This is an optimization exercise on Yosys and OpenROAD, whose aim is small area, not a production implementation.
The RTL was checked by simulation tests, not by an equivalence proof against the original design.

==> flow/design.v, too long to show whole: its modules and the start of the top module <==
// module rom_addr_generate: 48 lines
// module ROM5_omega: 139 lines
// module s4p1_5: 13 lines
// module b4_unit_david: 37 lines
// module bkadd: 77 lines
// module bksub: 77 lines
// module pipe_line_b4_top_5: 38 lines
// module cmul: 1045 lines
// module fft_r4_stage5: 23 lines
module fft_r4_stage5(clk, rst, enable, data_in, data_out);
  // ...
==> flow/flow/run.sh <==
#!/bin/bash
# The standard layout, with two changes:
#  - the final ABC mapping of the standard synthesis uses flow/abc_area2.script
#    (two rounds of dc2 / dch -f / area-oriented map) instead of abc_area.script;
#    registers, their names and cell types are those of the standard synthesis;
#  - the ports are buffered with sky130_fd_sc_hd__buf_1.
set -euo pipefail
HERE=$(pwd)
cat > my_synth.tcl <<TCL
proc abc {args} {
  set i [lsearch -exact \$args -script]
  if {\$i >= 0} { lset args [expr {\$i + 1}] $HERE/flow/abc_area2.script }
  yosys abc {*}\$args
}
source $HERE/synth_recipe.tcl
TCL
bash standard.sh SYNTH_SCRIPT=$HERE/my_synth.tcl \
  "BUFFER_PORTS_ARGS=-buffer_cell sky130_fd_sc_hd__buf_1" finish > standard.log 2>&1
==> flow/flow/abc_area2.script <==
strash
dc2
dch -f
map -a
strash
dc2
dch -f
map -a
topo
stime -c
buffer -c
upsize -c
dnsize -c
==> flow/standard.sh <==
#!/bin/bash
# synth_recipe.tcl (not shown) runs the flow's synth.tcl, then flattens the netlist and writes it again
# the make line also repeats each setting of config.mk as NAME=value (left out here)
make -C /OpenROAD-flow-scripts/flow DESIGN_CONFIG=/design/flow/config.mk WORK_HOME=/design/flow/orfs CLKGATE_MAP_FILE= SYNTH_SCRIPT=/design/flow/synth_recipe.tcl "${@:-finish}"
==> flow/config.mk <==
export PLATFORM = sky130hd
export DESIGN_NAME = fft_r4_stage5
export DESIGN_NICKNAME = fft_r4_stage5
export VERILOG_FILES = /design/flow/design.v
export SDC_FILE = /design/flow/constraint.sdc
export NUM_CORES = 4
export LEC_CHECK = 0
export ABC_AREA = 1
export CAP_MARGIN = 20
export CORE_MARGIN = 2
export CORE_UTILIZATION = 40
export SLEW_MARGIN = 20
export SYNTH_MEMORY_MAX_BITS = 32768
==> flow/constraint.sdc <==
create_clock -name core_clock -period 7.0 [get_ports {clk}]
set_input_delay 1.4000 -clock core_clock [delete_from_list [all_inputs] [get_ports {clk}]]
set_output_delay 1.4000 -clock core_clock [all_outputs]
set_load 0.01 [all_outputs]
==> impl_metrics.tcl, run 1 <==
set metrics [dict create \
    maxCapViolations 0 \
    wl_met2_um 41500 \
    synthAdderAreaFrac_pct 28.2 \
    dieArea_mm2 0.0969 \
    cts-root-buf "clkbuf_16" \
    largestClassByArea "multi-input gates" \
    cts_buffers 46 \
    taps 1254 \
    drive_gt1_share_pct 8.10 \
    crit_type "reg2reg" \
    antenna_found_initial 2 \
    wl_per_cell_um 17.3 \
    buffers_excl_clock 228 \
    htree_levels 2 \
    finalNonFillerCells 5449 \
    clockNetworkAreaShare_pct 3.42 \
    fin_area_mm2 0.0419 \
    layout_setup_ws_ns 0.453 \
    synthSimpleGateAreaFrac_pct 8.57 \
    syn_to_final_growth_pct 10.8 \
    hp-start "dp.bf.m1r[10]" \
    postCtsSetupRepairBufs 0 \
    syn_area_mm2 0.0378 \
    initial_utilization_pct 40.4 \
    die_w_um 311 \
    critPathTopFamily "adder cells" \
    synth_common_cells "inv_1, nand2_1, fa_1" \
    outcome "no timing/DRC/antenna violations" \
    fillers 9060 \
    synth_top_area_share_pct 27.6 \
    reg2reg_depth 28 \
    ctsHoldBuffers 0 \
    crit_buf_inv 5 \
    cp.depth 28 \
    die-height_um 311 \
    synthXorXnorAreaFrac_pct 10.0 \
    nonClkBufAreaFrac_pct 3.66 \
]
==> run 2, diff against run 1 <==
--- a/flow/config.mk
+++ b/flow/config.mk
@@ -8,6 +8,7 @@
 export ABC_AREA = 1
 export CAP_MARGIN = 20
 export CORE_MARGIN = 2
-export CORE_UTILIZATION = 40
+export CORE_UTILIZATION = 60
+export PLACE_DENSITY = 0.68
 export SLEW_MARGIN = 20
 export SYNTH_MEMORY_MAX_BITS = 32768
==> run 2 against run 1 <==
  * First-iteration DRC count rose by 22%
==> impl_metrics.tcl, run 2 <==
set metrics [dict create \
    outcome "no timing/DRC/antenna violations" \
    clk_path_buf_depth 3 \
    routed_wl_um 90500 \
    rsz0062_at_grt "yes" \
    drive_gt1_share_pct 7.48 \
    portBuffers 66 \
    ys.flop_type "edfxtp_1" \
    finalWeightedCongestion 0.968 \
    layout_common_cells "inv_1, nand2_1, fa_1" \
    clk-insertion-delay-late_ns 0.59 \
    wl_met1_um 39500 \
    fin_area_mm2 0.0412 \
    ys_types 49 \
    synth_warnings 5 \
    synth_edf_count 347 \
    period_share_pct 95.8 \
    worst_slew_pin_slew_ns 0.985 \
    hold_class "reg2reg" \
    worst_ep_required_time_ns 7.34 \
    syn_nets 4760 \
    wl_per_cell_um 18.0 \
    crit_fanout 11 \
    reg2reg_depth 29 \
    crit_type "reg2reg" \
    antenna_found_initial 1 \
    numClockSinks 393 \
    final_hold_viol_count 0 \
    num_rows 91 \
    endpoint_kind "flip-flop" \
    cts_buffers 44 \
    fin_skew_ns 0.0195 \
    fin_nets 4825 \
    utilization_pct 66.4 \
    dr.pass1.iters 8 \
    seq_area_frac_synth_pct 30.7 \
    syn_to_final_growth_pct 8.97 \
    initial_utilization_pct 61.0 \
    grt_pass1_wl_um 147000 \
    clk_pin_slew_ns 0.06 \
    die_w_um 255 \
    ys_ff_latch 393 \
    drt_iter0_drc 2424 \
    max_freq_mhz 149 \
    vias 27988 \
    slowest_delay_ns 0.50 \
    fin_hold_ws_ns 0.407 \
    syn_area_mm2 0.0378 \
    async_flop_share_pct 11.7 \
    synth_cells 4084 \
    first_global_vias 28035 \
    overflow 0 \
    drc 0 \
    yosysTopAreaCell "edfxtp_1" \
    htree_levels 2 \
    coreArea_mm2 0.0619 \
    cp.arrival_ns 7.04 \
    synth_top_area_share_pct 27.6 \
    vias_per_cell 5.57 \
    antenna_cells 0 \
    ant_nets 0 \
    fillers 5165 \
    slew_viol_final 0 \
    track_usage_pct 28.5 \
    dr_wl_met3_um 7190 \
    hold_depth 0 \
    ctsHoldBuffers 0 \
    final_common_cell "inv_1" \
    slew_headroom_pct 34.2 \
    maxCapViolations 0 \
    layout_min_cycle_time_ns 6.71 \
    grt_max_degree 81 \
    placed_area_mm2 0.0395 \
    seqCellArea_mm2 0.0116 \
    dp.final_hpwl_um 68200 \
    synth_common_cells "inv_1, nand2_1, fa_1" \
    top_layer_used "met5" \
    design.portCount 67 \
    multi_input_area_mm2 0.0230 \
    die-height_um 255 \
    cts_tree "built" \
    dieArea_mm2 0.0650 \
    syn_avg_cell_area_um2 9.25 \
    slowest_stage "fa_1" \
    synth.most_common_cell "inv_1" \
    cp-start-kind "flip-flop" \
    synthTopCellsByArea "edfxtp_1, fa_1, ha_1, xor2_1, inv_1" \
    cts-root-buf "clkbuf_16" \
    setup_viol 0 \
    wl_met2_um 40900 \
]
run 2: cell counts after synthesis:
No cell type changed its count.
run 2: layout make-up:
class,count,area share [%]
Multi-Input combinational cell,2782,55.9
Sequential cell,393,28.2
Inverter,710,6.48
Timing Repair Buffer,218,3.48
Clock buffer,62,3.06
Tap cell,837,2.54
Clock inverter,19,0.398
run 2: path summary, 6_finish.rpt:
check                                   start  slack [ns]       endpoint
worst max register to register       tw.mr[1]        0.29     dp.ppr[23]
worst max-delay path                 tw.mr[1]        0.29     dp.ppr[23]
min in group asynchronous                 rst        0.92     dp.dout[4]
worst min-delay path            dp.bf.m1r[23]        0.41  dp.bf.m2r[23]
worst min register to register  dp.bf.m1r[23]        0.41  dp.bf.m2r[23]
max in group asynchronous                 rst        5.60        tw.c[1]
run 2: repair_timing:
item	CTS	global route
gates resized for setup	0	78
setup buffers	0	14
setup endpoints to repair	0	35
run 2: cell families after synthesis:
group,count (synthesis),share of synthesized area [%]
xor+xnor,431,10.0
simple gates,835,8.57
fa+ha+maj,641,28.2
mux,2,0.0530
compound gates,873,13.4
buf+inv,909,9.04
flops,393,30.7
run 2: routing by layer:
layer | vias to the layer above | GRT usage [%]
met5 | - | 0
met4 | 2 | 8.96
met1 | 13367 | 39.4
li1 | 13390 | -
met3 | 211 | 5.15
met2 | 1018 | 46.0
run 2: worst max-delay path: cells and delay by family, from the launching register on:
family	cells	cell delay (ns)
buf+inv	9	1.22
flops	1	0.43
simple gates	5	0.53
xor+xnor	2	0.39
fa+ha+maj	7	2.85
compound gates	6	1.02
run 2: stage by stage:
stage | setup slack [ns] | std cells | setup TNS, ns
floorplan | 0.316 | 4084 | 0
global placement | 0.0701 | 4926 | 0
detailed placement | 0.0267 | 4926 | 0
CTS | 0.0101 | 5007 | 0
global route | -0.0443 | 5021 | -0.0529
finish | 0.293 | 5021 | 0
==> run 3, diff against run 2 <==
--- a/flow/config.mk
+++ b/flow/config.mk
@@ -9,6 +9,7 @@
 export CAP_MARGIN = 20
 export CORE_MARGIN = 2
 export CORE_UTILIZATION = 60
+export GPL_TIMING_DRIVEN = 0
 export PLACE_DENSITY = 0.68
 export SLEW_MARGIN = 20
 export SYNTH_MEMORY_MAX_BITS = 32768
==> run 3 against run 2 <==
  * Maximum frequency fell by 1.4%
  * Core utilization grew 2.5 points
  * Critical path depth decreased by 4
  * Via count grew 7.7%
  * Non-clock buffer count grew 124
  * Sequential share of layout area fell by 1.0 points
  * Clock skew is 0.022 ns higher
  * Design area rose by 3.8%
  * Hold slack worse by 0.0089 ns
  * Area after synthesis stayed put
  * Largest cell class unchanged
==> impl_metrics.tcl, run 3 <==
set metrics [dict create \
    outcome "no timing/DRC/antenna violations" \
    max_freq_mhz 147 \
    synth_cells 4084 \
    layout_common_cells "inv_1, nand2_1, edfxtp_1" \
    ys.flop_type "edfxtp_1" \
    synth_common_cells "inv_1, nand2_1, fa_1" \
    cts_tree "built" \
    cts_buffers 44 \
    hold_depth 0 \
    drive_gt1_share_pct 10.8 \
    numClockSinks 393 \
    cts-root-buf "clkbuf_16" \
    die_w_um 255 \
    finalWeightedCongestion 1.09 \
    reg2reg_slack_ns 0.20 \
    setup_viol 0 \
    htree_levels 2 \
    drt_iter0_drc 2719 \
    drc 0 \
    layout_min_cycle_time_ns 6.80 \
    crit_fanout 10 \
    dp.cells 4999 \
    synth_edf_count 347 \
    ys_ff_latch 393 \
    dp.final_hpwl_um 88500 \
    coreArea_mm2 0.0619 \
    period_share_pct 97.2 \
    min_to "dp.bf.m2i[14]" \
    syn_to_final_growth_pct 13.1 \
    fin_nets 4949 \
    seq_area_frac_synth_pct 30.7 \
    clk-insertion-delay-late_ns 0.62 \
    design.portCount 67 \
    worst_slew_pin_slew_ns 1.38 \
    syn_area_mm2 0.0378 \
    rsz0062_at_grt "yes" \
    ys_types 49 \
    dieArea_mm2 0.0650 \
    synth_top_area_share_pct 27.6 \
    dr.pass1.iters 7 \
    final_hold_viol_count 0 \
    maxCapViolations 0 \
    slew_viol_final 0 \
    vias_per_cell 5.86 \
    antenna_found_initial 1 \
    worst_ep_required_time_ns 7.32 \
    ant_nets 0 \
    finalNonFillerCells 5145 \
    overflow 0 \
    wl_per_cell_um 22.5 \
    portBuffers 66 \
    yosysTopAreaCell "edfxtp_1" \
    vias 30146 \
    clk_pin_slew_ns 0.06 \
    synth.most_common_cell "inv_1" \
    grt_pass1_wl_um 173000 \
    num_rows 91 \
    synth_warnings 5 \
    slew_headroom_pct 8.17 \
    crit_type "reg2reg" \
    initial_utilization_pct 61.0 \
    timing.rr.end "dp.ppi[23]" \
    syn_nets 4760 \
    fin_skew_ns 0.0413 \
    syn_avg_cell_area_um2 9.25 \
    track_usage_pct 35.8 \
    synthTopCellsByArea "edfxtp_1, fa_1, ha_1, xor2_1, inv_1" \
    antenna_cells 0 \
    routed_wl_um 116000 \
    die-height_um 255 \
    ctsHoldBuffers 0 \
    hold_class "reg2reg" \
    final_common_cell "inv_1" \
    first_global_vias 30032 \
    hp-start "dp.bf.m1i[14]" \
    reg2reg_depth 25 \
    endpoint_kind "flip-flop" \
    async_flop_share_pct 11.7 \
    cp-start-kind "flip-flop" \
    fin_hold_ws_ns 0.399 \
    utilization_pct 69.0 \
    cp.arrival_ns 7.12 \
    grt_max_degree 36 \
    r2r_start "tw.mi[7]" \
    clk_path_buf_depth 3 \
]
==> run 3: how the worst max path moves through the flow <==
| stage | startpoint | to | slack (ns) | cells past startpoint |
|---|---|---|---|---|
| final | tw.mi[7] | dp.ppi[23] | 0.20 | 25 |
| after global routing | tw.mi[1] | dp.ppi[22] | -0.08 | 29 |
| after CTS | dp.ppi[0] | dp.bf.ni[23] | -0.03 | 37 |
| after detailed placement | tw.c[1] | dp.bf.ni[23] | -2.19 | 47 |
| after global placement | enable | dp.hr[0] | -10.13 | 5 |
| after floorplan | tw.nr | dp.ppr[23] | 0.32 | 31 |
==> run 3: final cells by class <==
type,count,area (µm²)
buffer,192,1120
clock buffer,58,1210
clock inverter,23,295
fill,5012,19200
inverter,710,2720
multi-input combinational,2782,23600
sequential,393,11600
tap,837,1050
timing repair buffer,150,1090
==> run 3: worst max-delay path: stages (launching register included) <==
cell	delay (ns)
edfxtp_1	0.44
inv_1	0.12
o21ai_1	0.48
clkbuf_1	0.51
o22ai_1	0.17
xor2_1	0.17
ha_1	0.34
fa_1	0.48
fa_1	0.50
fa_1	0.50
inv_1	0.05
fa_1	0.49
inv_1	0.04
ha_1	0.31
a21oi_1	0.13
nand2_1	0.11
nand3_1	0.10
nand2_2	0.10
a31oi_4	0.23
o21ai_2	0.09
a21oi_1	0.13
o21bai_1	0.12
a31oi_1	0.25
inv_1	0.09
fa_2	0.36
xor2_2	0.22
==> run 3: repair_timing <==
| action | CTS | global route |
|---|---|---|
| resized for setup | 223 | 314 |
| pin swaps | 8 | 72 |
| buffers inserted | 16 | 56 |
| setup endpoints to repair | 126 | 59 |
==> run 3: logic make-up after synthesis <==
kind of cell,after synthesis,synth area share [%]
buffers and inverters,909,9.04
AOI/OAI and AO/OA,873,13.4
and+or+nand+nor,835,8.57
adders and majority gates,641,28.2
xor gates and xnor gates,431,10.0
DFF,393,30.7
muxes,2,0.0530
==> run 3: per-layer routing <==
metal / routed length (µm) / track usage (%)
met1: 43200 / 43.4
met2: 54100 / 59.3
met3: 9880 / 7.36
met4: 8470 / 21.4
met5: 12 / 0
==> run 3: stage by stage <==
stage          setup WS (ns)  setup TNS, ns  cell area (µm²)
3_5_place_dp           -2.19        -130.75            39300
6_report               0.199              0            42700
2_1_floorplan          0.316              0            37800
3_3_place_gp          -10.13       -3068.16            39100
5_1_grt              -0.0796         -0.290            42700
4_1_cts              -0.0314        -0.0314            41500
==> run 4, diff against run 3 <==
--- a/flow/config.mk
+++ b/flow/config.mk
@@ -6,10 +6,9 @@
 export NUM_CORES = 4
 export LEC_CHECK = 0
 export ABC_AREA = 1
-export CAP_MARGIN = 20
+export CAP_MARGIN = 10
 export CORE_MARGIN = 2
 export CORE_UTILIZATION = 60
-export GPL_TIMING_DRIVEN = 0
 export PLACE_DENSITY = 0.68
-export SLEW_MARGIN = 20
+export SLEW_MARGIN = 10
 export SYNTH_MEMORY_MAX_BITS = 32768
==> run 4 against run 3 <==
  * Highest routed layer unchanged
  * Maximum frequency is 1.4% higher
  * Setup slack better by 0.095 ns
  * Routed wire length fell by 22%
  * Still clean
==> impl_metrics.tcl, run 4 <==
set metrics [dict create \
    fin_nets 4825 \
    dr.pass1.iters 8 \
    slowest_delay_ns 0.50 \
    layout_min_cycle_time_ns 6.71 \
    synthSimpleGateAreaFrac_pct 8.57 \
    ys_types 49 \
    ys.flop_type "edfxtp_1" \
    grt_pass1_wl_um 147000 \
    syn_nets 4760 \
    synth_top_area_share_pct 27.6 \
    period_share_pct 95.8 \
    ctsHoldBuffers 0 \
    slew_viol_final 0 \
    endpoint_kind "flip-flop" \
    synthXorXnorAreaFrac_pct 10.0 \
    antenna_found_initial 1 \
    setup_viol 0 \
    max_freq_mhz 149 \
    cts-root-buf "clkbuf_16" \
    synthAdderAreaFrac_pct 28.2 \
    clk_pin_slew_ns 0.06 \
    dieArea_mm2 0.0650 \
    initial_utilization_pct 61.0 \
    seq_area_frac_synth_pct 30.7 \
    drive_gt1_share_pct 7.48 \
    synth.most_common_cell "inv_1" \
    clk-insertion-delay-late_ns 0.59 \
    die_w_um 255 \
    synthMuxAreaShare_pct 0.0530 \
    syn_area_mm2 0.0378 \
    numClockSinks 393 \
    cts_buffers 44 \
    dp.cells 4926 \
    htree_levels 2 \
    outcome "no timing/DRC/antenna violations" \
    dp.final_hpwl_um 68200 \
    async_flop_share_pct 11.7 \
    final_hold_viol_count 0 \
    first_global_vias 28035 \
    synth_cells 4084 \
    portBuffers 66 \
    synth_edf_count 347 \
    antenna_cells 0 \
    synth_compound_gate_area_share_pct 13.4 \
    cp-start-kind "flip-flop" \
    worst_ep_required_time_ns 7.34 \
    track_usage_pct 28.5 \
    cts_tree "built" \
    synthTopCellsByArea "edfxtp_1, fa_1, ha_1, xor2_1, inv_1" \
    synth_common_cells "inv_1, nand2_1, fa_1" \
    multi_input_area_mm2 0.0230 \
    finalWeightedCongestion 0.968 \
    fillers 5165 \
    finalNonFillerCells 5021 \
    crit_type "reg2reg" \
    layout_common_cells "inv_1, nand2_1, fa_1" \
    hold_class "reg2reg" \
    die-height_um 255 \
    synth_warnings 5 \
    yosysTopAreaCell "edfxtp_1" \
    ys_ff_latch 393 \
    cp.arrival_ns 7.04 \
    syn_to_final_growth_pct 8.97 \
    coreArea_mm2 0.0619 \
    fin_skew_ns 0.0195 \
    placed_area_mm2 0.0395 \
    vias_per_cell 5.57 \
    grt_max_degree 81 \
    synth_top_family_by_area "adder cells" \
    drc 0 \
    clk_path_buf_depth 3 \
    wl_per_cell_um 18.0 \
    maxCapViolations 0 \
    routed_wl_um 90500 \
    syn_avg_cell_area_um2 9.25 \
    vias 27988 \
    overflow 0 \
    drt_iter0_drc 2424 \
    final_common_cell "inv_1" \
    seqCellArea_mm2 0.0116 \
    num_rows 91 \
    fin_area_mm2 0.0412 \
    ant_nets 0 \
    slew_headroom_pct 34.2 \
    design.portCount 67 \
    crit_fanout 11 \
    rsz0062_at_grt "yes" \
    slowest_stage "fa_1" \
    worst_slew_pin_slew_ns 0.985 \
]
[run 4: cell counts after synthesis]
No cell type changed its count.
[run 4: area by class of cell]
cell class                      count  share of cell area (%)
Clock buffer                       62                    3.06
Timing Repair Buffer              218                    3.48
Tap cell                          837                    2.54
Sequential cell                   393                    28.2
Multi-Input combinational cell   2782                    55.9
Inverter                          710                    6.48
Clock inverter                     19                   0.398
[run 4: repair_timing]
item | in CTS | in global routing
setup endpoints to repair | 0 | 35
buffers inserted | 0 | 14
gates resized for setup | 0 | 78
[run 4: through the flow]
stage | hold WS [ns] | setup TNS [ns] | utilization (%) | setup slack, ns
5_1_grt | 0.418 | -0.0529 | 66.4 | -0.0443
2_1_floorplan | 0.400 | 0 | - | 0.316
3_3_place_gp | 0.400 | 0 | 63.7 | 0.0701
6_report | 0.407 | 0 | 66.4 | 0.293
3_5_place_dp | 0.405 | 0 | 63.7 | 0.0267
4_1_cts | 0.400 | 0 | 66.0 | 0.0101
[run 4: path summary, 6_finish.rpt]
kind | from | endpoint | slack [ns] | cells after the start
min in group asynchronous | rst | dp.dout[4] | 0.92 | 2
min reg2reg | dp.bf.m1r[23] | dp.bf.m2r[23] | 0.41 | 0
max reg2reg | tw.mr[1] | dp.ppr[23] | 0.29 | 29
max in group asynchronous | rst | tw.c[1] | 5.60 | 2
min | dp.bf.m1r[23] | dp.bf.m2r[23] | 0.41 | 0
max | tw.mr[1] | dp.ppr[23] | 0.29 | 29
[run 4: cells by family after synthesis]
| logic type | Yosys count |
|---|---|
| mux | 2 |
| fa+ha+maj | 641 |
| simple gates | 835 |
| xor+xnor | 431 |
| buf+inv | 909 |
| flops | 393 |
| compound gates | 873 |
[run 4: critical path: cells and delay by family (launching register included)]
family | cells | cell delay, ns
buffers and inverters | 9 | 1.22
AO/OA/AOI/OAI | 6 | 1.02
adder cells (fa/ha/maj) | 7 | 2.85
flip-flops | 1 | 0.43
AND/OR/NAND/NOR | 5 | 0.53
XOR/XNOR | 2 | 0.39
[run 4: per-layer routing]
layer  track usage [%]  wire, µm  vias to the layer above
li1                  -         -                    13390
met1              39.4     39500                    13367
met2              46.0     40900                     1018
met3              5.15      7190                      211
met4              8.96      2850                        2
met5                 0        13                        -
==> run 5, diff against run 4 <==
--- a/flow/flow/run.sh
+++ b/flow/flow/run.sh
@@ -1,7 +1,7 @@
 #!/bin/bash
 # The standard layout, with two changes:
 #  - the final ABC mapping of the standard synthesis uses flow/abc_area2.script
-#    (two rounds of dc2 / dch -f / area-oriented map) instead of abc_area.script;
+#    (dc2 / dch -f / map -a, then dc2 / dch -f / amap) instead of abc_area.script;
 #    registers, their names and cell types are those of the standard synthesis;
 #  - the ports are buffered with sky130_fd_sc_hd__buf_1.
 set -euo pipefail
==> flow/flow/abc_area2.script (replaced) <==
strash
dc2
dch -f
map -a
strash
dc2
dch -f
amap
topo
stime -c
buffer -c
upsize -c
dnsize -c
--- a/flow/config.mk
+++ b/flow/config.mk
@@ -6,9 +6,9 @@
 export NUM_CORES = 4
 export LEC_CHECK = 0
 export ABC_AREA = 1
-export CAP_MARGIN = 10
+export CAP_MARGIN = 20
 export CORE_MARGIN = 2
 export CORE_UTILIZATION = 60
 export PLACE_DENSITY = 0.68
-export SLEW_MARGIN = 10
+export SLEW_MARGIN = 20
 export SYNTH_MEMORY_MAX_BITS = 32768
==> run 5 against run 4 <==
  * Register-to-register slack gained 0.03 ns
  * First-iteration DRC count rose by 6.5%
  * Global-route usage is 2.0 points higher
  * Synthesized cell count rose by 1.6%
  * Highest routed layer unchanged
  * Critical path depth increased by 23
  * Hold slack lost 0.0086 ns
==> impl_metrics.tcl, run 5 <==
set metrics [dict create \
    antenna_cells 0 \
    cts_tree "built" \
    drc 0 \
    routed_wl_um 97800 \
    grt_pass1_wl_um 153000 \
    layout_common_cells "inv_1, nor2_1, nand2_1" \
    max_freq_mhz 150 \
    worst_ep_required_time_ns 7.49 \
    slowest_delay_ns 0.39 \
    dp.final_hpwl_um 72600 \
    ant_nets 0 \
    hold_class "reg2reg" \
    slowest_stage "edfxtp_1" \
    synth_top_area_share_pct 28.1 \
    antenna_found_initial 2 \
    ys_ff_latch 393 \
    slew_headroom_pct 33.8 \
    async_flop_share_pct 11.7 \
    dr.pass1.iters 6 \
    portBuffers 66 \
    setup_viol 0 \
    fin_nets 4938 \
    syn_to_final_growth_pct 12.6 \
    syn_area_mm2 0.0371 \
    syn_nets 4825 \
    synth_compound_gate_area_share_pct 20.7 \
    outcome "no timing/DRC/antenna violations" \
    synth.most_common_cell "inv_1" \
    grt_max_degree 157 \
    clk_pin_slew_ns 0.06 \
    synth_top_family_by_area "adder cells" \
    drt_iter0_drc 2581 \
    finalWeightedCongestion 0.976 \
    vias_per_cell 5.88 \
    synthMuxAreaShare_pct 0 \
    final_common_cell "inv_1" \
    cts_buffers 44 \
    crit_type "reg2reg" \
    numClockSinks 393 \
    synthTopCellsByArea "edfxtp_1, fa_1, ha_1, o22ai_1, inv_1" \
    utilization_pct 68.0 \
    rsz0062_at_grt "yes" \
    overflow 0 \
    track_usage_pct 30.5 \
    cp.arrival_ns 7.17 \
    synth_warnings 5 \
    maxCapViolations 0 \
    slew_viol_final 0 \
    syn_avg_cell_area_um2 8.94 \
    synth_edf_count 347 \
    synth_common_cells "inv_1, o22ai_1, nor2_1" \
    fin_skew_ns 0.0291 \
    wl_per_cell_um 19.2 \
    cp-start-kind "flip-flop" \
    worst_slew_pin_slew_ns 0.993 \
    cts-root-buf "clkbuf_16" \
    final_hold_viol_count 0 \
    first_global_vias 28978 \
    dieArea_mm2 0.0638 \
    die-height_um 253 \
    endpoint_kind "flip-flop" \
    ys.flop_type "edfxtp_1" \
    synth_cells 4149 \
    synthSimpleGateAreaFrac_pct 10.5 \
    fin_area_mm2 0.0418 \
    ys_types 57 \
    fillers 4891 \
    vias 29914 \
    drive_gt1_share_pct 12.9 \
    clk-insertion-delay-late_ns 0.60 \
    placed_area_mm2 0.0389 \
    layout_min_cycle_time_ns 6.68 \
    crit_fanout 7 \
    num_rows 91 \
    htree_levels 2 \
    seq_area_frac_synth_pct 31.2 \
    die_w_um 253 \
    synthAdderAreaFrac_pct 28.7 \
    design.portCount 67 \
    synthXorXnorAreaFrac_pct 0.0709 \
    initial_utilization_pct 60.4 \
    period_share_pct 95.4 \
    coreArea_mm2 0.0614 \
    critical_path.most_common_cell "nor2_1" \
    yosysTopAreaCell "edfxtp_1" \
    clk_path_buf_depth 3 \
    ctsHoldBuffers 0 \
]
==> run 5: cells by family after synthesis <==
kind of cell / after synthesis
compound gates: 1281
buf+inv: 863
simple gates: 968
xor+xnor: 3
flops: 393
fa+ha+maj: 641
==> run 5: path summary, 6_finish.rpt <==
path | cells past startpoint | to | slack [ns] | from
setup / recovery | 52 | dp.dout[14] | 0.32 | dp.ppr[0]
hold / removal | 0 | dp.bf.m2r[24] | 0.40 | dp.bf.m1r[24]
setup reg to reg | 52 | dp.dout[14] | 0.32 | dp.ppr[0]
hold reg to reg | 0 | dp.bf.m2r[24] | 0.40 | dp.bf.m1r[24]
max in group asynchronous | 2 | tw.c[1] | 5.55 | rst
min in group asynchronous | 2 | dp.dout[19] | 0.94 | rst
==> run 5: area by class of cell <==
| type | instances | area (µm²) | area share, % |
|---|---|---|---|
| Multi-Input combinational cell | 2893 | 23300 | 55.8 |
| Timing Repair Buffer | 297 | 2050 | 4.92 |
| Sequential cell | 393 | 11600 | 27.8 |
| Clock inverter | 19 | 168 | 0.402 |
| Inverter | 633 | 2390 | 5.71 |
| Tap cell | 790 | 988 | 2.37 |
| Clock buffer | 62 | 1290 | 3.10 |
==> run 5: what timing repair did <==
item                       4_1_cts  5_1_grt
resized for setup                0      231
setup endpoints to repair        0       57
setup buffers                    0       50
==> run 5: critical path: cells and delay by family (launching register included) <==
kind	cells	cell delay, ns
adder cells (fa/ha/maj)	5	1.59
flip-flops	1	0.39
AND/OR/NAND/NOR	35	2.91
buffers and inverters	3	0.26
AO/OA/AOI/OAI	9	1.39
==> run 5: routing by layer <==
| metal | part of all wire [%] | vias up | GRT usage [%] | routed length [µm] |
|---|---|---|---|---|
| li1 | - | 14491 | - | - |
| met1 | 43 | 13987 | 41.9 | 42000 |
| met2 | 45 | 1176 | 48.0 | 44100 |
| met3 | 7.9 | 258 | 6.16 | 7770 |
| met4 | 4.0 | 2 | 11.5 | 3910 |
| met5 | 0.013 | - | 0 | 13 |
==> run 5: per-stage QoR <==
step                      setup slack, ns  setup TNS [ns]  hold WS (ns)  cells
final                               0.324               0         0.399   5087
after global routing               -0.360           -3.23         0.419   5087
after global placement              0.113               0         0.400   4955
after floorplan                     0.226               0         0.400   4149
after CTS                          0.0313               0         0.408   5036
after detailed placement           0.0491               0         0.405   4955
==> run 6, diff against run 5 <==
--- a/flow/flow/run.sh
+++ b/flow/flow/run.sh
@@ -1,7 +1,7 @@
 #!/bin/bash
 # The standard layout, with two changes:
 #  - the final ABC mapping of the standard synthesis uses flow/abc_area2.script
-#    (dc2 / dch -f / map -a, then dc2 / dch -f / amap) instead of abc_area.script;
+#    (two rounds of dc2 / dch -f / area-oriented map) instead of abc_area.script;
 #    registers, their names and cell types are those of the standard synthesis;
 #  - the ports are buffered with sky130_fd_sc_hd__buf_1.
 set -euo pipefail
==> flow/flow/abc_area2.script (replaced) <==
strash
dc2
dch -f
map -a
strash
dc2
dch -f
map -a
topo
stime -c
upsize -c
dnsize -c
--- a/flow/config.mk
+++ b/flow/config.mk
@@ -9,6 +9,8 @@
 export CAP_MARGIN = 20
 export CORE_MARGIN = 2
 export CORE_UTILIZATION = 60
+export CTS_BUF_LIST = sky130_fd_sc_hd__clkbuf_4
+export CTS_CLUSTER_SIZE = 8
 export PLACE_DENSITY = 0.68
 export SLEW_MARGIN = 20
 export SYNTH_MEMORY_MAX_BITS = 32768
==> run 6 against run 5 <==
  * Critical endpoint is now dp.ppi[23]
  * Sequential share of layout area about the same
  * Clock skew increased by 0.074 ns
  * Count of clock-buffer cells in the layout increased by 98
==> impl_metrics.tcl, run 6 <==
set metrics [dict create \
    outcome "no timing/DRC/antenna violations" \
    fin_skew_ns 0.103 \
    reg2reg_slack_ns 0.33 \
    portBuffers 66 \
    grt_pass1_wl_um 147000 \
    final_common_cell "clkinv_1" \
    crit_type "reg2reg" \
    yosysTopAreaCell "edfxtp_1" \
    setup_viol 0 \
    reg2reg_depth 26 \
    overflow 0 \
    ant_nets 0 \
    layout_common_cells "clkinv_1, nand2_1, fa_1, edfxtp_1, xor2_1" \
    maxCapViolations 0 \
    synth_top_area_share_pct 28.2 \
    finalNonFillerCells 5116 \
    track_usage_pct 28.9 \
    cp.arrival_ns 7.31 \
    place_ws_ns -0.0917 \
    ys_types 50 \
    ys_ff_latch 393 \
    cts-root-buf "clkbuf_4" \
    layout_min_cycle_time_ns 6.67 \
    r2r_start "tw.ni" \
    vias_per_cell 5.57 \
    worst_ep_required_time_ns 7.65 \
    die_w_um 252 \
    dp.final_hpwl_um 66800 \
    design.portCount 67 \
    die-height_um 252 \
    hold_class "reg2reg" \
    synthTopCellsByArea "edfxtp_1, fa_1, ha_1, xor2_1, clkinv_1" \
    vias 28513 \
    drive_gt1_share_pct 12.3 \
    fillers 4899 \
    clk-insertion-delay-late_ns 0.91 \
    clk_pin_slew_ns 0.07 \
    async_flop_share_pct 11.7 \
    dr.pass1.iters 5 \
    cp-start-kind "flip-flop" \
    syn_nets 4561 \
    cts_tree "built" \
    ctsHoldBuffers 0 \
    grt_max_degree 125 \
    finalWeightedCongestion 0.955 \
    setup_tns_ns 0 \
    clk_path_buf_depth 3 \
    worst_slew_pin_slew_ns 0.951 \
    numClockSinks 393 \
    timing.rr.end "dp.ppi[23]" \
    synth_edf_count 347 \
    hold_depth 0 \
    synth_common_cells "clkinv_1, nand2_1, fa_1" \
    seq_area_frac_synth_pct 31.3 \
    fin_nets 4921 \
    cts_buffers 107 \
    coreArea_mm2 0.0614 \
    synth_cells 3885 \
    syn_to_final_growth_pct 12.9 \
    max_freq_mhz 150 \
    fin_hold_ws_ns 0.320 \
    drt_iter0_drc 2113 \
    slew_headroom_pct 36.2 \
    wl_per_cell_um 17.7 \
    routed_wl_um 90400 \
    slew_viol_final 0 \
    synth.most_common_cell "clkinv_1" \
    antenna_found_initial 2 \
    ys.flop_type "edfxtp_1" \
    syn_avg_cell_area_um2 9.53 \
    syn_area_mm2 0.0370 \
    crit_fanout 21 \
    hp-start "dly.d0[26]" \
    dp.cells 4909 \
    layout_setup_ws_ns 0.334 \
    period_share_pct 95.2 \
    first_global_vias 28800 \
    final_hold_viol_count 0 \
    drc 0 \
    num_rows 91 \
    initial_utilization_pct 60.3 \
    synth_warnings 5 \
    htree_levels 3 \
    min_to "dly.d1[26]" \
    endpoint_kind "flip-flop" \
    dieArea_mm2 0.0637 \
]
## run 6: changes by cell type after synthesis, sizes merged, moves of 20 or more
cell,change
o21bai,+22
nor2b,-42
o32ai,-21
a21oi,-27
clkbuf,-213
o22ai,-215
clkinv,+670
a22o,-20
xor2,+313
xnor2,+115
o21ai,-95
inv,-594
nand2,+59
nor2,-155
## run 6: what timing repair did
item / 4_1_cts / 5_1_grt
gates cloned: 0 / 1
setup buffers: 0 / 16
pin swaps: 0 / 29
setup endpoints to repair: 2 / 47
resized for setup: 1 / 167
## run 6: how the worst max path moves through the flow
stage | end | depth (start not counted) | start
floorplan | dp.ppr[23] | 33 | tw.nr
global placement | dp.dout[29] | 36 | dp.ppi[0]
detailed placement | dp.dout[29] | 36 | dp.ppi[0]
CTS | dp.dout[13] | 34 | dp.ppr[0]
global route | dp.bf.ni[23] | 36 | dp.bf.m2r[0]
finish | dp.ppi[23] | 26 | tw.ni
## run 6: cell families after synthesis
kind of cell | count (synthesis) | synth area share (%)
compound gates | 873 | 13.7
simple gates | 835 | 8.78
buf+inv | 710 | 7.24
fa+ha+maj | 641 | 28.8
xor+xnor | 431 | 10.2
flops | 393 | 31.3
mux | 2 | 0.0541
## run 6: layout make-up
cell class              instances  area, µm²  share of cell area [%]
well taps                     790        988                    2.36
multi-input cells            2782      23300                    55.8
repair buffers                251       1760                    4.21
clock inverters                29        210                   0.503
diodes                          1       2.50                 0.00599
flip-flops and latches        393      11600                    27.7
clock buffers                 160       1200                    2.87
inverters                     710       2720                    6.52
## run 6: stage by stage
stage / util (%) / instance area [µm²]
finish: 68.1 / 41800
global route: 68.1 / 41800
CTS: 67.2 / 41200
detailed placement: 64.9 / 39800
global placement: 64.9 / 39800
floorplan: - / 37200
## run 6: per-layer routing
metal | global-route usage (%) | wire, µm | vias up | part of all wire, %
met5 | 0 | 0 | - | 0
met4 | 10.9 | 2920 | 0 | 3.2
met3 | 5.37 | 6910 | 229 | 7.6
met2 | 46.6 | 41100 | 1025 | 45
met1 | 39.3 | 39500 | 13573 | 44
li1 | - | - | 13686 | -
## run 6: critical path, cell delays in order, from the launching register on
cell and delay [ns]:
edfxtp_1 0.51, clkinv_2 0.12, nor2_1 0.07, nor2_4 0.45, buf_4 0.41, xor2_1 0.20
ha_1 0.28, fa_1 0.47, fa_1 0.49, fa_1 0.50, clkinv_1 0.08, fa_1 0.51
clkinv_1 0.07, ha_1 0.32, a21oi_1 0.14, nand2_1 0.09, nand3_1 0.08, nand2_1 0.11
a31oi_4 0.18, o21ai_0 0.12, buf_4 0.15, a21oi_1 0.16, o21bai_2 0.12, a31oi_4 0.17
clkinv_1 0.10, fa_1 0.38, xor2_1 0.17
==> run 7, diff against run 6 <==
==> flow/flow/abc_area2.script (replaced) <==
strash
dc2
dch -f
map -a
strash
dc2
dch -f
map -a
topo
stime -c
buffer -c
upsize -c
dnsize -c
==> run 7 against run 6 <==
  * Flip-flop and latch count did not move
  * Critical path depth rose by 1
  * Highest routed layer is now met5
  * Largest cell class unchanged
  * Critical endpoint is now dp.ppr[23]
  * Clock skew rose by 0.0028 ns
  * Design area fell by 1.6%
  * Area after synthesis rose by 2.0%
  * Hold slack improved by 0.044 ns
  * Register-to-register slack barely moved
==> impl_metrics.tcl, run 7 <==
set metrics [dict create \
    outcome "no timing/DRC/antenna violations" \
    numClockSinks 393 \
    initial_utilization_pct 61.0 \
    overflow 0 \
    coreArea_mm2 0.0619 \
    syn_avg_cell_area_um2 9.25 \
    syn_to_final_growth_pct 8.88 \
    grt_pass1_wl_um 148000 \
    ys_ff_latch 393 \
    num_rows 91 \
    fin_nets 4885 \
    design.portCount 67 \
    synth.most_common_cell "inv_1" \
    dp.final_hpwl_um 68200 \
    clk_pin_slew_ns 0.06 \
    htree_levels 3 \
    dp.cells 4926 \
    ctsHoldBuffers 0 \
    crit_type "reg2reg" \
    final_common_cell "inv_1" \
    maxCapViolations 0 \
    die_w_um 255 \
    die-height_um 255 \
    layout_common_cells "inv_1, nand2_1, fa_1" \
    drc 0 \
    wl_per_cell_um 17.8 \
    ys.flop_type "edfxtp_1" \
    synth_top_area_share_pct 27.6 \
    fillers 5228 \
    vias 28412 \
    vias_per_cell 5.54 \
    slew_headroom_pct 34.3 \
    period_share_pct 95.4 \
    max_freq_mhz 150 \
    hold_class "reg2reg" \
    routed_wl_um 91100 \
    synth_edf_count 347 \
    cts-root-buf "clkbuf_4" \
    multi_input_area_mm2 0.0230 \
    rsz0062_at_grt "yes" \
    cp-start-kind "flip-flop" \
    drive_gt1_share_pct 9.69 \
    drt_iter0_drc 2218 \
    final_hold_viol_count 0 \
    fin_skew_ns 0.106 \
    portBuffers 66 \
    syn_area_mm2 0.0378 \
    utilization_pct 66.4 \
    worst_ep_required_time_ns 7.64 \
    antenna_found_initial 2 \
    ant_nets 0 \
    synthTopCellsByArea "edfxtp_1, fa_1, ha_1, xor2_1, inv_1" \
    clk-insertion-delay-late_ns 0.93 \
    grt_max_degree 81 \
    finalNonFillerCells 5129 \
    dr.pass1.iters 7 \
    yosysTopAreaCell "edfxtp_1" \
    ys_types 49 \
    seqCellArea_mm2 0.0116 \
    crit_fanout 15 \
    synth_warnings 5 \
    cp.arrival_ns 7.32 \
    setup_tns_ns 0 \
    cts_tree "built" \
    synth_common_cells "inv_1, nand2_1, fa_1" \
    endpoint_kind "flip-flop" \
    synth_cells 4084 \
    dieArea_mm2 0.0650 \
    first_global_vias 28469 \
    seq_area_frac_synth_pct 30.7 \
    track_usage_pct 28.7 \
    setup_viol 0 \
    worst_slew_pin_slew_ns 0.984 \
    async_flop_share_pct 11.7 \
    clk_path_buf_depth 3 \
    slew_viol_final 0 \
    cts_buffers 106 \
    finalWeightedCongestion 0.968 \
    layout_min_cycle_time_ns 6.68 \
    syn_nets 4760 \
]
run 7: cell count changes after synthesis, moves of 4 or more:
cell / previous run / this run
a21oi_1: 160 / 150
buf_1: 0 / 23
clkbuf_1: 0 / 174
clkinv_1: 708 / 36
a21oi_2: 6 / 16
inv_1: 1 / 670
inv_2: 0 / 4
run 7: final timing paths:
check | startpoint | endpoint | slack, ns | cells past startpoint
min | dp.bf.m1i[24] | dp.bf.m2i[24] | 0.36 | 0
max reg2reg | tw.mr[3] | dp.ppr[23] | 0.32 | 27
min reg2reg | dp.bf.m1i[24] | dp.bf.m2i[24] | 0.36 | 0
max in group asynchronous | rst | tw.c[1] | 5.90 | 2
max | tw.mr[3] | dp.ppr[23] | 0.32 | 27
min in group asynchronous | rst | tw.c[3] | 0.59 | 2
run 7: metal layers:
layer	wire length [µm]	vias up	GRT usage, %
li1	-	13594	-
met3	7570	237	5.64
met2	41100	1110	45.9
met5	43	-	0
met1	39400	13467	39.2
met4	3050	4	10.2
run 7: critical path: stages (launching register included):
cell	delay, ns
edfxtp_1	0.44
inv_1	0.16
nand2_1	0.11
o21ai_4	0.14
buf_6	0.21
buf_4	0.26
o22ai_1	0.12
xor2_1	0.20
fa_1	0.48
fa_1	0.41
fa_1	0.47
fa_1	0.57
inv_1	0.06
fa_1	0.49
inv_1	0.04
ha_1	0.31
a21oi_1	0.14
nand2_1	0.14
a31oi_4	0.18
nor2_1	0.05
o21ai_0	0.15
nand2_1	0.12
a21oi_2	0.15
o21bai_2	0.09
a31oi_1	0.22
inv_1	0.08
fa_1	0.38
xor2_1	0.17
run 7: cells by family (layout without fill, tap and decap cells):
group | Yosys count | count (layout) | synth area share (%)
buffers and inverters | 909 | 1116 | 9.04
AO/OA/AOI/OAI | 873 | 873 | 13.4
AND/OR/NAND/NOR | 835 | 835 | 8.57
adder cells (fa/ha/maj) | 641 | 641 | 28.2
XOR/XNOR | 431 | 431 | 10.0
flip-flops | 393 | 393 | 30.7
multiplexers | 2 | 2 | 0.0530
other | 0 | 1 | 0
run 7: repair_timing:
item | CTS | global route
endpoints found under the setup margin | 1 | 33
buffers inserted | 0 | 12
pin swaps | 0 | 13
resized for setup | 5 | 75
run 7: through the flow:
step	instance area [µm²]	hold slack (ns)	setup WS, ns
floorplan	37800	0.400	0.316
global placement	39500	0.400	0.0701
detailed placement	39500	0.405	0.0267
CTS	40900	0.349	0.0693
global route	41100	0.362	-0.0319
finish	41100	0.364	0.324
run 7: final cells by class:
| class | instances | area share [%] |
|---|---|---|
| Multi-Input combinational cell | 2782 | 56.0 |
| Sequential cell | 393 | 28.2 |
| Inverter | 710 | 6.48 |
| Timing Repair Buffer | 216 | 3.44 |
| Clock buffer | 165 | 3.01 |
| Tap cell | 837 | 2.55 |
| Clock inverter | 25 | 0.359 |
| Antenna cell | 1 | 0.00608 |
==> run 8, diff against run 7 <==
==> flow/run.sh (new file) <==
#!/bin/bash
# synth_recipe.tcl (not shown) runs the flow's synth.tcl, then flattens the netlist and writes it again
# the make line also repeats each setting of config.mk as NAME=value (left out here)
make -C /OpenROAD-flow-scripts/flow DESIGN_CONFIG=/design/flow/config.mk WORK_HOME=/design/flow/orfs CLKGATE_MAP_FILE= SYNTH_SCRIPT=/design/flow/synth_recipe.tcl finish
--- a/flow/config.mk
+++ b/flow/config.mk
@@ -9,8 +9,6 @@
 export CAP_MARGIN = 20
 export CORE_MARGIN = 2
 export CORE_UTILIZATION = 60
-export CTS_BUF_LIST = sky130_fd_sc_hd__clkbuf_4
-export CTS_CLUSTER_SIZE = 8
 export PLACE_DENSITY = 0.68
 export SLEW_MARGIN = 20
 export SYNTH_MEMORY_MAX_BITS = 32768
removed: flow/flow/run.sh
removed: flow/flow/abc_area2.script
removed: flow/standard.sh
==> run 8 against run 7 <==
  * Critical path depth unchanged
  * Via count up 6.0%
  * Final cell count is 3.1% higher
  * Hold slack better by 0.040 ns
  * Non-clock buffer count is 37 lower
==> impl_metrics.tcl, run 8 <==
set metrics [dict create \
    dp.final_hpwl_um 76300 \
    overflow 0 \
    multi_input_area_mm2 0.0241 \
    cts-root-buf "clkbuf_16" \
    synth_edf_count 347 \
    antenna_cells 0 \
    clk_pin_slew_ns 0.06 \
    track_usage_pct 30.4 \
    max_freq_mhz 153 \
    crit_type "reg2reg" \
    synth_common_cells "inv_1, nand2_1, xor2_1" \
    wl_per_cell_um 19.1 \
    crit_fanout 12 \
    slew_viol_final 0 \
    die-height_um 260 \
    crit_buf_inv 7 \
    fin_skew_ns 0.0331 \
    reg2reg_depth 27 \
    slowest_stage "fa_1" \
    min_to "dp.bf.m2r[10]" \
    reg2reg_slack_ns 0.45 \
    ys.flop_type "edfxtp_1" \
    critical_path.most_common_cell "fa_1" \
    ys_ff_latch 393 \
    synth_warnings 5 \
    maxCapViolations 0 \
    timing.rr.end "dp.ppr[23]" \
    slowest_delay_ns 0.55 \
    fin_hold_ws_ns 0.404 \
    period_share_pct 93.5 \
    vias_per_cell 5.70 \
    cp-start-kind "flip-flop" \
    setup_tns_ns 0 \
    syn_avg_cell_area_um2 8.94 \
    syn_area_mm2 0.0392 \
    fillers 5368 \
    drt_iter0_drc 2712 \
    worst_slew_pin_slew_ns 0.989 \
    setup_viol 0 \
    seq_area_frac_synth_pct 29.5 \
    vias 30123 \
    final_hold_viol_count 0 \
    clk_path_buf_depth 3 \
    seqCellArea_mm2 0.0116 \
    htree_levels 2 \
    worst_ep_required_time_ns 7.35 \
    cts.repair.resized 0 \
    syn_to_final_growth_pct 8.85 \
    dr.pass1.iters 6 \
    outcome "no timing/DRC/antenna violations" \
    numClockSinks 393 \
    async_flop_share_pct 11.7 \
    finalWeightedCongestion 0.946 \
    slew_headroom_pct 34.0 \
    synthTopCellsByArea "edfxtp_1, fa_1, ha_1, xor2_1, inv_1" \
    grt_max_degree 143 \
    postCtsSetupRepairBufs 0 \
    r2r_start "dly.d2[20]" \
    fin_nets 5069 \
    ys_types 62 \
    initial_utilization_pct 60.7 \
    drive_gt1_share_pct 6.41 \
    syn_nets 5061 \
    hp-start "dp.bf.m1r[10]" \
    ant_nets 0 \
    cts_buffers 48 \
    routed_wl_um 101000 \
    ctsHoldBuffers 0 \
    hold_depth 0 \
    cts_tree "built" \
    drc 0 \
    coreArea_mm2 0.0646 \
    final_common_cell "inv_1" \
    layout_min_cycle_time_ns 6.55 \
    cp.arrival_ns 6.90 \
    clk-insertion-delay-late_ns 0.62 \
    hold_class "reg2reg" \
    dieArea_mm2 0.0674 \
    yosysTopAreaCell "edfxtp_1" \
    portBuffers 66 \
    design.portCount 67 \
    fin_area_mm2 0.0427 \
    critPathTopFamily "adder cells" \
    die_w_um 260 \
    synth.most_common_cell "inv_1" \
    synth_top_area_share_pct 26.6 \
    grt_pass1_wl_um 161000 \
    endpoint_kind "flip-flop" \
    antenna_found_initial 0 \
    synth_cells 4385 \
    num_rows 93 \
    placed_area_mm2 0.0410 \
    layout_common_cells "inv_1, nand2_1, xor2_1" \
    first_global_vias 29333 \
    rsz0062_at_grt "no" \
]
-- run 8: kinds of logic (layout without fill, tap and decap cells) --
logic type               after synthesis  in the layout  share of synthesized area, %
AND/OR/NAND/NOR                     1135           1135                          12.2
buffers and inverters                952           1000                          9.33
AO/OA/AOI/OAI                        830            830                          12.0
adder cells (fa/ha/maj)              641            641                          27.2
XOR/XNOR                             431            431                          9.69
flip-flops                           393            393                          29.5
multiplexers                           3              3                        0.0766
-- run 8: metal layers --
metal  global-route usage, %  vias up  share of wire [%]
met3                    3.60      241                6.1
met4                    14.0        0                5.0
met1                    41.7    14547                 43
met2                    48.7     1058                 46
li1                        -    14277                  -
met5                       0        -                  0
-- run 8: how the worst max path moves through the flow --
stage | startpoint | end | slack (ns) | cells after the start
finish | dly.d2[20] | dp.ppr[23] | 0.45 | 27
floorplan | tw.nr | dp.ppr[23] | 0.32 | 27
detailed placement | dly.d2[20] | dp.ppr[23] | 0.52 | 27
global placement | dly.d2[20] | dp.ppr[23] | 0.55 | 27
CTS | dly.d2[20] | dp.ppr[23] | 0.49 | 27
global route | tw.mi[1] | dp.ppi[23] | 0.15 | 27
-- run 8: through the flow --
| stage | std cells | worst slack, ns | utilization [%] |
|---|---|---|---|
| floorplan | 4385 | 0.317 | - |
| global placement | 5198 | 0.554 | 63.5 |
| detailed placement | 5198 | 0.516 | 63.5 |
| CTS | 5288 | 0.494 | 66.1 |
| global route | 5288 | 0.152 | 66.1 |
| finish | 5288 | 0.452 | 66.1 |
-- run 8: worst reg2reg max path, cell delays in order (launching register included) --
cell	delay, ns
edfxtp_1	0.38
clkinv_1	0.48
o22ai_1	0.37
xor2_1	0.24
fa_1	0.48
fa_1	0.55
inv_1	0.05
fa_1	0.40
inv_1	0.09
fa_1	0.41
inv_1	0.08
fa_1	0.41
inv_1	0.07
ha_1	0.25
a21o_1	0.17
o21bai_1	0.19
nand2_1	0.08
nand2_1	0.09
nand3_1	0.08
nand2_1	0.09
a21oi_1	0.20
buf_4	0.22
inv_1	0.06
a21o_1	0.17
nand3_1	0.07
nand2_1	0.06
fa_1	0.38
xor2_1	0.17
-- run 8: layout make-up --
type / instances / area share (%)
timing repair buffer: 179 / 3.65
multi-input combinational: 3040 / 56.4
clock inverter: 27 / 0.771
tap: 855 / 2.51
sequential: 393 / 27.1
clock buffer: 63 / 3.09
inverter: 731 / 6.45
==> run 9, diff against run 8 <==
==> flow/flow/run.sh (new file) <==
#!/bin/bash
# The standard layout, with three changes:
#  - the final ABC mapping of the standard synthesis uses flow/abc_area2.script
#    (two rounds of dc2 / dch -f / area-oriented map) instead of abc_area.script;
#  - after synthesis, flow/fa_polarity.py removes inverters between full-adder
#    cells by flipping the polarity of full adders (a full adder is self-dual);
#    registers, their names and cell types are those of the standard synthesis;
#  - the ports are buffered with sky130_fd_sc_hd__buf_1.
set -euo pipefail
HERE=$(pwd)
cat > my_synth.tcl <<TCL
proc abc {args} {
  set i [lsearch -exact \$args -script]
  if {\$i >= 0} { lset args [expr {\$i + 1}] $HERE/flow/abc_area2.script }
  yosys abc {*}\$args
}
source $HERE/synth_recipe.tcl
exec python3 $HERE/flow/fa_polarity.py \$::env(RESULTS_DIR)/1_2_yosys.v 2> $HERE/fa_polarity.log
TCL
bash standard.sh SYNTH_SCRIPT=$HERE/my_synth.tcl \
  "BUFFER_PORTS_ARGS=-buffer_cell sky130_fd_sc_hd__buf_1" finish > standard.log 2>&1
==> flow/flow/abc_area2.script (new file) <==
strash
dc2
dch -f
map -a
strash
dc2
dch -f
map -a
topo
stime -c
buffer -c
upsize -c
dnsize -c
==> flow/flow/fa_polarity.py (new file) <==
#!/usr/bin/env python3
# Removes inverters between full adders by flipping full-adder polarity.
# A full adder is self-dual: FA(~a,~b,~c) = (~sum, ~cout). Flipping one means
# feeding it the complements of its inputs (taken from the inputs of the
# inverters that drive them, or from new inverters) and giving its outputs'
# loads the complements (by dropping the inverters they drive, or adding one).
# A flip is made only when it removes more inverters than it adds.
# usage: fa_polarity.py netlist.v   (rewritten in place)
import re, sys, collections

path = sys.argv[1]
text = open(path).read()
inst_re = re.compile(r'^(\s*)(sky130_fd_sc_hd__\w+)\s+(\S+)\s*\((.*?)\);\s*$', re.S | re.M)
pin_re = re.compile(r'\.(\w+)\(\s*(.*?)\s*\)\s*(?:,|$)', re.S)

cells = {}      # name -> [type, {pin: net}]
order = []
for m in inst_re.finditer(text):
    typ, name, body = m.group(2), m.group(3), m.group(4)
    pins = {p: n.strip() for p, n in pin_re.findall(body)}
    cells[name] = [typ, pins]
    order.append(name)

INV = ('sky130_fd_sc_hd__inv_1', 'sky130_fd_sc_hd__clkinv_1')
FA = ('sky130_fd_sc_hd__fa_1', 'sky130_fd_sc_hd__fa_2')
OUTPINS = {'X', 'Y', 'Q', 'Q_N', 'SUM', 'COUT', 'HI', 'LO'}

driver = {}
loads = collections.defaultdict(set)
def is_out(typ, pin):
    return pin in OUTPINS
for name in order:
    typ, pins = cells[name]
    for p, n in pins.items():
        if is_out(typ, p): driver[n] = (name, p)
        else: loads[n].add((name, p))

# nets that are module ports cannot lose their meaning
hdr = text[:text.index(');')]
ports = set(re.findall(r'[\w\\.$\[\]]+', hdr))
portnets = set()
for n in list(driver) + list(loads):
    base = n.split('[')[0].strip()
    if base in ports or n in ports: portnets.add(n)

newid = [0]
newwires = []
def new_net():
    newid[0] += 1
    n = '_fap%d_' % newid[0]
    newwires.append(n)
    return n
def add_cell(typ, pins):
    newid[0] += 1
    name = '_fapc%d_' % newid[0]
    cells[name] = [typ, dict(pins)]
    order.append(name)
    for p, n in pins.items():
        if is_out(typ, p): driver[n] = (name, p)
        else: loads[n].add((name, p))
    return name
def del_cell(name):
    typ, pins = cells.pop(name)
    for p, n in pins.items():
        if is_out(typ, p):
            if driver.get(n) == (name, p): del driver[n]
        else: loads[n].discard((name, p))
def reconnect(cell, pin, net):
    typ, pins = cells[cell]
    old = pins[pin]
    loads[old].discard((cell, pin))
    pins[pin] = net
    loads[net].add((cell, pin))
def inv_of(net):
    # an existing inverter driven by net
    for c, p in loads[net]:
        if cells[c][0] in INV and p == 'A': return c
    return None
def is_const(n): return n in ("1'b0", "1'b1")

def input_cost(n):
    # (inverters removed, inverters added) to get the complement of net n
    if is_const(n): return 0, 0
    d = driver.get(n)
    if d and cells[d[0]][0] in INV:
        # complement available; inverter removable if this is its only load
        rem = 1 if (len(loads[n]) == 1 and n not in portnets) else 0
        return rem, 0
    if inv_of(n): return 0, 0
    return 0, 1

def output_cost(n):
    rem = 0; other = 0
    for c, p in loads[n]:
        if cells[c][0] in INV and p == 'A' and cells[c][1]['Y'] not in portnets: rem += 1
        else: other += 1
    if n in portnets: other += 1
    return rem, (1 if other else 0)

def gain(fa):
    typ, pins = cells[fa]
    r = a = 0
    seen = {}
    for p in ('A', 'B', 'CIN'):
        n = pins[p]
        if n in seen: continue
        seen[n] = 1
        x, y = input_cost(n)
        # a net feeding several pins of this cell: count once; removal only if all loads are here
        if x and sum(1 for c, q in loads[n] if c == fa) != len(loads[n]): x = 0
        r += x; a += y
    for p in ('SUM', 'COUT'):
        x, y = output_cost(pins[p]); r += x; a += y
    return r - a

def flip(fa):
    typ, pins = cells[fa]
    # inputs
    for p in ('A', 'B', 'CIN'):
        n = pins[p]
        if is_const(n):
            reconnect(fa, p, "1'b1" if n == "1'b0" else "1'b0"); continue
        d = driver.get(n)
        if d and cells[d[0]][0] in INV:
            x = cells[d[0]][1]['A']
            reconnect(fa, p, x)
            if not loads[n] and n not in portnets: del_cell(d[0])
            continue
        j = inv_of(n)
        if j: reconnect(fa, p, cells[j][1]['Y']); continue
        y = new_net(); add_cell('sky130_fd_sc_hd__inv_1', {'A': n, 'Y': y}); reconnect(fa, p, y)
    # outputs: the cell now drives the complement on a new net
    for p in ('SUM', 'COUT'):
        n = pins[p]
        phys = new_net()
        del driver[n]
        pins[p] = phys; driver[phys] = (fa, p)
        others = []
        for c, q in list(loads[n]):
            if cells[c][0] in INV and q == 'A' and cells[c][1]['Y'] not in portnets:
                y = cells[c][1]['Y']
                for c2, q2 in list(loads[y]): reconnect(c2, q2, phys)
                del_cell(c)
            else:
                others.append((c, q))
        if others or n in portnets:
            # keep net n with its logical value through a new inverter
            add_cell('sky130_fd_sc_hd__inv_1', {'A': phys, 'Y': n})

changed = True
flips = 0
while changed:
    changed = False
    for fa in [c for c in order if c in cells and cells[c][0] in FA]:
        if fa in cells and gain(fa) > 0:
            flip(fa); flips += 1; changed = True

# rewrite the module body
start = text.index(';', text.index('module')) + 1
end = text.rindex('endmodule')
body = text[start:end]
decls = [l for l in body.split('\n') if re.match(r'\s*(input|output|inout|wire|reg)\b', l)]
out = [text[:start]]
out += decls
for w in newwires: out.append('  wire %s;' % w)
for name in order:
    if name not in cells: continue
    typ, pins = cells[name]
    out.append('  %s %s (' % (typ, name))
    out.append(',\n'.join('    .%s(%s%s)' % (p, n, ' ' if n.startswith('\\') else '') for p, n in pins.items()))
    out.append('  );')
out.append(text[end:])
open(path, 'w').write('\n'.join(out))
ninv = sum(1 for c in cells.values() if c[0] in INV)
sys.stderr.write('fa_polarity: %d flips, %d inverters left\n' % (flips, ninv))
==> flow/standard.sh (new file) <==
#!/bin/bash
# synth_recipe.tcl (not shown) runs the flow's synth.tcl, then flattens the netlist and writes it again
# the make line also repeats each setting of config.mk as NAME=value (left out here)
make -C /OpenROAD-flow-scripts/flow DESIGN_CONFIG=/design/flow/config.mk WORK_HOME=/design/flow/orfs CLKGATE_MAP_FILE= SYNTH_SCRIPT=/design/flow/synth_recipe.tcl "${@:-finish}"
--- a/flow/config.mk
+++ b/flow/config.mk
@@ -9,6 +9,8 @@
 export CAP_MARGIN = 20
 export CORE_MARGIN = 2
 export CORE_UTILIZATION = 60
+export CTS_BUF_LIST = sky130_fd_sc_hd__clkbuf_4
+export CTS_CLUSTER_SIZE = 8
 export PLACE_DENSITY = 0.68
 export SLEW_MARGIN = 20
 export SYNTH_MEMORY_MAX_BITS = 32768
removed: flow/run.sh
==> run 9 against run 8 <==
  * Routed wire length shrank 13%
  * Register-to-register slack got worse by 0.06 ns
  * Core utilization decreased by 0.082 points
  * Critical path type unchanged
  * Highest routed layer is now met5
==> impl_metrics.tcl, run 9 <==
set metrics [dict create \
    outcome "no timing/DRC/antenna violations" \
    vias_per_cell 5.52 \
    hp-start "dp.bf.m1i[11]" \
    dieArea_mm2 0.0641 \
    cts_tree "built" \
    crit_type "reg2reg" \
    overflow 0 \
    critical_path.most_common_cell "fa_1" \
    slew_headroom_pct 30.7 \
    period_share_pct 94.4 \
    syn_nets 4626 \
    timing.critical_path.from "tw.nr" \
    setup_viol 0 \
    clk-insertion-delay-late_ns 0.92 \
    final_common_cell "inv_1" \
    worst_slew_pin_slew_ns 1.04 \
    syn_avg_cell_area_um2 9.43 \
    setup_tns_ns 0 \
    hold_class "reg2reg" \
    ant_nets 0 \
    fin_nets 4751 \
    dp.final_hpwl_um 66100 \
    cp.arrival_ns 7.25 \
    max_freq_mhz 151 \
    crit_fanout 13 \
    htree_levels 3 \
    worst_ep_required_time_ns 7.65 \
    utilization_pct 66.0 \
    drt_iter0_drc 2324 \
    clk_pin_slew_ns 0.06 \
    num_rows 91 \
    grt_max_degree 134 \
    synth_cells 3950 \
    cp-start-kind "flip-flop" \
    cts-root-buf "clkbuf_4" \
    maxCapViolations 0 \
    finalNonFillerCells 5005 \
    fin_hold_ws_ns 0.361 \
    rsz0062_at_grt "yes" \
    die-height_um 253 \
    design.portCount 67 \
    layout_min_cycle_time_ns 6.61 \
    initial_utilization_pct 60.5 \
    routed_wl_um 87800 \
    fin_skew_ns 0.0723 \
    layout_common_cells "inv_1, nand2_1, fa_1" \
    syn_area_mm2 0.0373 \
    drive_gt1_share_pct 10.3 \
    die_w_um 253 \
    coreArea_mm2 0.0616 \
    endpoint_kind "flip-flop" \
    portBuffers 66 \
    numClockSinks 393 \
    vias 27633 \
    synth_warnings 5 \
    slew_viol_final 0 \
    dr.pass1.iters 6 \
    clk_path_buf_depth 3 \
    final_hold_viol_count 0 \
    drc 0 \
    grt_pass1_wl_um 143000 \
    finalWeightedCongestion 0.963 \
    dp.cells 4790 \
    cts_buffers 108 \
    slowest_delay_ns 0.57 \
    wl_per_cell_um 17.5 \
    antenna_found_initial 3 \
    first_global_vias 27722 \
    slowest_stage "fa_1" \
    syn_to_final_growth_pct 9.12 \
    r2r_start "tw.nr" \
    track_usage_pct 28.0 \
]
[run 9: final cells by class]
| class | instances | area (µm²) |
|---|---|---|
| clock inverter | 29 | 153 |
| antenna | 6 | 15.0 |
| multi-input combinational | 2782 | 23000 |
| inverter | 576 | 2160 |
| timing repair buffer | 214 | 1390 |
| tap | 837 | 1050 |
| fill | 5050 | 20900 |
| clock buffer | 168 | 1260 |
| sequential | 393 | 11600 |
[run 9: path summary, 6_finish.rpt]
| path | to | slack [ns] | depth (start not counted) |
|---|---|---|---|
| max in group asynchronous | tw.c[1] | 5.90 | 2 |
| setup reg to reg | dp.ppr[23] | 0.39 | 27 |
| setup / recovery | dp.ppr[23] | 0.39 | 27 |
| hold reg to reg | dp.bf.m2i[11] | 0.36 | 0 |
| min in group asynchronous | dp.dout[17] | 0.59 | 2 |
| hold / removal | dp.bf.m2i[11] | 0.36 | 0 |
[run 9: worst max-delay path: cells and delay by family, from the launching register on]
kind            cells  cell delay, ns
compound gates      6            0.95
simple gates        9            0.92
buf+inv             3            0.45
flops               1            0.46
xor+xnor            2            0.42
fa+ha+maj           7            3.20
[run 9: metrics by stage]
stage,setup slack [ns],cell area [µm²]
2_1_floorplan,0.360,37300
3_3_place_gp,0.141,38900
3_5_place_dp,-0.0171,38900
4_1_cts,0.0191,40400
5_1_grt,-0.101,40700
6_report,0.392,40700
[run 9: layer usage]
metal | routed length [µm] | global-route usage [%] | vias to the layer above
met3 | 6500 | 4.87 | 199
met4 | 2360 | 9.38 | 2
met2 | 40500 | 45.0 | 1025
met5 | 13 | 0 | -
li1 | - | - | 13333
met1 | 38400 | 38.5 | 13074
[run 9: what timing repair did]
action                                 CTS  global route
gates resized for setup                  0            86
hold buffers                             0             0
endpoints found under the hold margin    0             0
setup buffers                            0            12
setup endpoints to repair                0            32

[afterwards: timing with drivers on the ports]
In the flow no input, the clock included, has a driving cell. The finished layouts below were timed again as built, in two steps. Step 1 assumes that a clkbuf_16 drives the clock port and a buf_2 every other input. Step 2, shift: input delay + t, output delay - t, t = (earliest + latest rising clock arrival at the registers) / 2. This alone moves slack from input paths to output paths. Slacks: ideal ports / drivers / drivers and shift; pairs: ideal ports / drivers.
run | t (ns) | setup slack, ns | latest minus earliest clock arrival (ns)
run 1 | 0.680 | 0.453 / 0.453 / 0.453 | 0.031 / 0.030
run 2 | 0.641 | 0.293 / 0.293 / 0.293 | 0.020 / 0.020
run 3 | 0.674 | 0.199 / 0.199 / 0.199 | 0.041 / 0.041
run 4 | 0.641 | 0.293 / 0.293 / 0.293 | 0.020 / 0.020
run 5 | 0.653 | 0.324 / 0.324 / 0.324 | 0.030 / 0.029
run 6 | 0.917 | 0.334 / 0.334 / 0.334 | 0.104 / 0.104
run 7 | 0.936 | 0.324 / 0.324 / 0.324 | 0.107 / 0.107
run 8 | 0.669 | 0.452 / 0.452 / 0.452 | 0.035 / 0.035
run 9 | 0.944 | 0.392 / 0.392 / 0.392 | 0.078 / 0.078
After both steps setup and hold are still met in every run listed.
